What follows belongs to an exercise in optimizing a design on an open flow for small area and a short achievable clock period; a production flow would make more cautious choices. At most, simulation tests tie the RTL to the original design; equivalence was not proved. Power is estimated from default activity; no workload was simulated.

== run B ==
Design top_fp_mul_N32_M23_E8, start of the top module:
module top_fp_mul_N32_M23_E8(input  wire clk,
                             input  wire [31:0] a1,
                             input  wire [31:0] b1,
                             output wire [31:0] y);
Size in the first run: about 140 flip-flops, ~17000 um2 of cells after synthesis.
export LEC_CHECK = 0
export ABC_AREA = 1
export CAP_MARGIN = 20
export CORE_MARGIN = 2
export CORE_UTILIZATION = 40
export SETUP_SLACK_MARGIN = 3.5
export SLEW_MARGIN = 70
export SYNTH_HIERARCHICAL = 1
create_clock -name core_clock -period 8.5 [get_ports {clk}]
standard.sh (not shown) runs the stock make flow with config.mk's settings and CLKGATE_MAP_FILE= SYNTH_SCRIPT=/design/flow/synth_recipe.tcl, a recipe that flattens the netlist after the stock synthesis.
==> flow/flow/run.sh <==
#!/bin/bash
bash standard.sh MATCH_CELL_FOOTPRINT=0 "BUFFER_PORTS_ARGS=-buffer_cell sky130_fd_sc_hd__buf_2" finish > standard.log 2>&1
Run B went all the way through synthesis, placement and routing and the layout is clean on timing, DRC and antenna.
Here is what was changed in the inputs of run X compared with run B.
--- a/flow/design.v
+++ b/flow/design.v
@@ -1232,20 +1232,20 @@
   fa u573 (.a(pp11[22]), .b(c567), .ci(s570), .s(s572), .co(c573));
   fa u575 (.a(nneg[10]), .b(ra[20]), .ci(ra[21]), .s(s574), .co(c575));
   fa u577 (.a(pp11[23]), .b(s574), .ci(c571), .s(s576), .co(c577));
   fa u579 (.a(n11), .b(c575), .ci(pp11[24]), .s(s578), .co(c579));
   wire [18:0] lx = {c155, c139, c123, c109, c95, s92, c71, c61, c51, s48, c35, s32, s26, s20, s16, c13, pp1[0], pp0[1], neg[0]};
   wire [18:0] ly = {s172, s154, s138, s122, s108, s94, s82, s70, s60, s50, s42, s34, s28, s22, s18, s14, s12, 1'b0, pp0[0]};
   wire [19:0] lsum = {1'b0, lx} + {1'b0, ly};
   wire [3:0] mx = {c231, c211, c191, s188};
   wire [3:0] my = {s250, s230, s210, s190};
-  wire [24:0] hx = {c579, c577, c573, c569, c563, c557, c549, c541, c531, c521, c509, c497, c483, c469, c453, c437, c419, c401, c381, c361, c339, c317, c295, c273, s272};
-  wire [23:0] hy = {n11, s578, s576, s572, s568, s562, s556, s548, s540, s530, s520, s508, s496, s482, s468, s452, s436, s418, s400, s380, s360, s338, s316, s294};
+  wire [24:0] hx = {(c579 ^ n11), (c577 ^ s578), (c573 ^ s576), (c569 ^ s572), (c563 ^ s568), (c557 ^ s562), (c549 ^ s556), (c541 ^ s548), (c531 ^ s540), (c521 ^ s530), (c509 ^ s520), (c497 ^ s508), (c483 ^ s496), (c469 ^ s482), (c453 ^ s468), (c437 ^ s452), (c419 ^ s436), (c401 ^ s418), (c381 ^ s400), (c361 ^ s380), (c339 ^ s360), (c317 ^ s338), c295, c273, s272};
+  wire [23:0] hy = {(c579 & n11), (c577 & s578), (c573 & s576), (c569 & s572), (c563 & s568), (c557 & s562), (c549 & s556), (c541 & s548), (c531 & s540), (c521 & s530), (c509 & s520), (c497 & s508), (c483 & s496), (c469 & s482), (c453 & s468), (c437 & s452), (c419 & s436), (c401 & s418), (c381 & s400), (c361 & s380), (c339 & s360), (c317 & s338), s316, s294};
   reg  [24:0] rx;           
   reg  [23:0] ry;
   reg  [3:0] rmx, rmy;     
   reg         rcj, rS2, rs2;
   reg  [7:0]  re2;
   always @(posedge clk) begin
     rx   <= hx;
     ry   <= hy;
     rmx  <= mx;
@@ -1259,20 +1259,29 @@
   wire q_p22 = msum[3];
   wire q_c23 = msum[3+1];
   wire r1 = q_p22 | rS2;
   wire r0 = q_p22 & rS2;
   wire q_p0 = rx[0] ^ q_c23;
   wire q_g0 = rx[0] & q_c23;
   wire ci_n  = q_g0;                  
   wire ci_r0 = q_g0 | (q_p0 & r0);
   wire ci_r1 = q_g0 | (q_p0 & r1);
-  wire [24:1] p = rx[24:1] ^ ry[23:0];
-  wire [24:1] g = rx[24:1] & ry[23:0];
+  wire [24:1] p, g;
+  genvar b;
+  generate for (b = 1; b <= 24; b = b + 1) begin : g_pg
+    if (b > 2) begin : g_reg
+      assign p[b] = rx[b];
+      assign g[b] = ry[b-1];
+    end else begin : g_add
+      assign p[b] = rx[b] ^ ry[b-1];
+      assign g[b] = rx[b] & ry[b-1];
+    end
+  end endgenerate
   wire [23:0] gl [0:5];
   wire [23:0] pl [0:5];
   assign gl[0] = g[24:1];
   assign pl[0] = p[24:1];
   genvar l, i;
   generate for (l = 0; l < 5; l = l + 1) begin : g_lvl
     for (i = 0; i < 24; i = i + 1) begin : g_bit
       if ((i >> l) & 1) begin : g_comb
         localparam integer J = ((i >> l) << l) - 1;
[summary]
- Min internal cell power across run B and run X: run B
- Comparing run X against run B, there is no change at all in aggregate negative setup slack.
- Power share of the clock group (lower): run B
- Run X: combinational fraction of design power 2.8 points below run B
- After detailed routing, run B needs less wire than run X.
- Vias: run X more than run B
- Relative to run B, the placer congestion estimate of run X is higher by 8.3%.
For run X, only the layout was checked, not whether the RTL still works.

* * *

## old
top_fp_mul_N32_M23_E8, a different RTL version from the one above (not shown whole).
Size: ~130 flip-flops, about 16000 µm² of cells after synthesis.
export LEC_CHECK = 0
export ABC_AREA = 1
export CAP_MARGIN = 20
export CORE_MARGIN = 2
export CORE_UTILIZATION = 40
export CTS_CLUSTER_SIZE = 30
export PLACE_DENSITY = 0.75
export SETUP_SLACK_MARGIN = 4.0
export SLEW_MARGIN = 70
export SYNTH_HIERARCHICAL = 1
create_clock -name core_clock -period 8.5 [get_ports {clk}]
Scripts as last shown in full above: flow/flow/run.sh
## Diff of input files: new against old
--- a/flow/design.v
+++ b/flow/design.v
@@ -1265,55 +1265,58 @@
   wire cg14 = (lx[15] & ly[15]) | ((lx[15] | ly[15]) & cg12);
   wire cp14 = (lx[15] | ly[15]) & cp12;
   wire cg15 = (lx[17] & ly[17]) | ((lx[17] | ly[17]) & (lx[16] & ly[16]));
   wire cp15 = (lx[17] | ly[17]) & (lx[16] | ly[16]);
   wire cg16 = cg14 | (cp14 & cg13);
   wire cp16 = cp14 & cp13;
   wire cg17 = (lx[18] & ly[18]) | ((lx[18] | ly[18]) & cg15);
   wire cp17 = (lx[18] | ly[18]) & cp15;
-  wire cg18 = (lx[20] & ly[20]) | ((lx[20] | ly[20]) & (lx[19] & ly[19]));
-  wire cp18 = (lx[20] | ly[20]) & (lx[19] | ly[19]);
-  wire cg19 = cg17 | (cp17 & cg16);
-  wire cp19 = cp17 & cp16;
+  wire cg18 = (lx[21] & ly[21]) | ((lx[21] | ly[21]) & (lx[20] & ly[20]));
+  wire cp18 = (lx[21] | ly[21]) & (lx[20] | ly[20]);
+  wire cg19 = (lx[19] & ly[19]) | ((lx[19] | ly[19]) & cg17);
+  wire cp19 = (lx[19] | ly[19]) & cp17;
   wire cg20 = cg18 | (cp18 & cg19);
   wire cp20 = cp18 & cp19;
-  wire q_c21 = cg20;    
-  wire q_g21 = lx[21] & ly[21], q_t21 = lx[21] | ly[21];
-  wire q_g22 = c231 & s250, q_t22 = c231 | s250;
-  wire q_c22 = q_g21 | (q_t21 & q_c21);
-  wire q_c23n = q_g22 | (q_t22 & q_g21) | (q_t22 & q_t21 & q_c21);
-  wire q_p22n = (c231 ^ s250) ^ q_c22;
-  wire [24:0] hx = {(c579 ^ n11), (c577 ^ s578), (c573 ^ s576), (c569 ^ s572), (c563 ^ s568), (c557 ^ s562), (c549 ^ s556), (c541 ^ s548), (c531 ^ s540), (c521 ^ s530), (c509 ^ s520), (c497 ^ s508), (c483 ^ s496), (c469 ^ s482), (c453 ^ s468), (c437 ^ s452), (c419 ^ s436), (c401 ^ s418), (c381 ^ s400), (c361 ^ s380), (c339 ^ s360), (c317 ^ s338), (c295 ^ s316), (c273 ^ s294), s272};
-  wire [23:0] hy = {(c579 & n11), (c577 & s578), (c573 & s576), (c569 & s572), (c563 & s568), (c557 & s562), (c549 & s556), (c541 & s548), (c531 & s540), (c521 & s530), (c509 & s520), (c497 & s508), (c483 & s496), (c469 & s482), (c453 & s468), (c437 & s452), (c419 & s436), (c401 & s418), (c381 & s400), (c361 & s380), (c339 & s360), (c317 & s338), (c295 & s316), (c273 & s294)};
+  wire cg21 = cg20 | (cp20 & cg16);
+  wire cp21 = cp20 & cp16;
+  wire [22:22] lsum;
+  assign lsum[22] = cg21;
+  wire [0:0] mx = {c231 ^ s250};    
+  wire [0:0] my = {c231 & s250};    
+  wire [24:0] hx = {(c579 ^ n11), (c577 ^ s578), (c573 ^ s576), (c569 ^ s572), (c563 ^ s568), (c557 ^ s562), (c549 ^ s556), (c541 ^ s548), (c531 ^ s540), (c521 ^ s530), (c509 ^ s520), (c497 ^ s508), (c483 ^ s496), (c469 ^ s482), (c453 ^ s468), (c437 ^ s452), (c419 ^ s436), (c401 ^ s418), (c381 ^ s400), (c361 ^ s380), (c339 ^ s360), (c317 ^ s338), c295, c273, s272};
+  wire [23:0] hy = {(c579 & n11), (c577 & s578), (c573 & s576), (c569 & s572), (c563 & s568), (c557 & s562), (c549 & s556), (c541 & s548), (c531 & s540), (c521 & s530), (c509 & s520), (c497 & s508), (c483 & s496), (c469 & s482), (c453 & s468), (c437 & s452), (c419 & s436), (c401 & s418), (c381 & s400), (c361 & s380), (c339 & s360), (c317 & s338), s316, s294};
   reg  [24:0] rx;           
   reg  [23:0] ry;
-  reg         rc23, rr0, rr1, rs2;   
+  reg  [0:0] rmx, rmy;     
+  reg         rcj, rS2, rs2;
   reg  [7:0]  re2;
   always @(posedge clk) begin
     rx   <= hx;
     ry   <= hy;
-    rc23 <= q_c23n;
-    rr0  <= q_p22n & rS;
-    rr1  <= q_p22n | rS;
+    rmx  <= mx;
+    rmy  <= my;
+    rcj  <= lsum[22];
+    rS2  <= rS;
     rs2  <= rs;
     re2  <= re;
   end
-  wire q_c23 = rc23;
-  wire r1 = rr1;
-  wire r0 = rr0;
+  wire q_p22 = rmx[0] ^ rcj;
+  wire q_c23 = rmy[0] | (rmx[0] & rcj);
+  wire r1 = q_p22 | rS2;
+  wire r0 = q_p22 & rS2;
   wire q_p0 = rx[0] ^ q_c23;
   wire q_g0 = rx[0] & q_c23;
   wire ci_n  = q_g0;                  
   wire ci_r0 = q_g0 | (q_p0 & r0);
   wire ci_r1 = q_g0 | (q_p0 & r1);
   wire [24:1] p, g;
   genvar b;
   generate for (b = 1; b <= 24; b = b + 1) begin : g_pg
-    if (b > 0) begin : g_reg
+    if (b > 2) begin : g_reg
       assign p[b] = rx[b];
       assign g[b] = ry[b-1];
     end else begin : g_add
       assign p[b] = rx[b] ^ ry[b-1];
       assign g[b] = rx[b] & ry[b-1];
     end
   end endgenerate
   wire [23:0] gl [0:5];
Results
In the reports for new and old, the smaller sequential share of cell area belongs to new. new vs old on power: new is the lower one. Routability congestion estimate from global placement sits lower in new than in old. The higher post-route non-filler standard cell count of new and old is in new. Signed area change from the synthesized netlist to the final layout down 0.28 points in new wrt old. Comparing new and old, the higher post-placement worst setup slack is on new. Summary of new over old: fraction of area in multi-input gates rose 0.41 points, number of standard-cell rows in the floorplan rose 1, power density normalized to cell area fell 3.3%.
Only the layout flow was run in old; the RTL was not checked for function there.

separate check: timing with driven ports:
The results above use ideal ports. As a check the final layouts listed here were re-extracted and re-timed, cells and wires unchanged. Step 1 sets driving cells, clkbuf_16 on the clock port and buf_2 on the other inputs (assumed; they add their load-dependent delay and slew). Step 2, shift: input delay + t, output delay - t, t = (earliest + latest rising clock arrival at the registers) / 2. This alone moves slack from input paths to output paths. Slacks: ideal ports / drivers / drivers and shift; pairs: ideal ports / drivers.
| run | t, ns | setup slack, ns | worst setup path at the end | worst data-port slew with drivers (ns) | cell pins on the clock port's net |
|---|---|---|---|---|---|
| run B | 0.496 | 3.811 / 3.752 / 4.001 | register to register | 0.05 | 1 |
| run X | 0.503 | 3.762 / 3.708 / 3.937 | register to register | 0.04 | 1 |
| old | 0.478 | 4.010 / 3.961 / 4.345 | register to register | 0.04 | 1 |
| new | 0.468 | 4.063 / 4.018 / 4.381 | register to register | 0.04 | 1 |
After both steps every run listed still meets setup and hold.
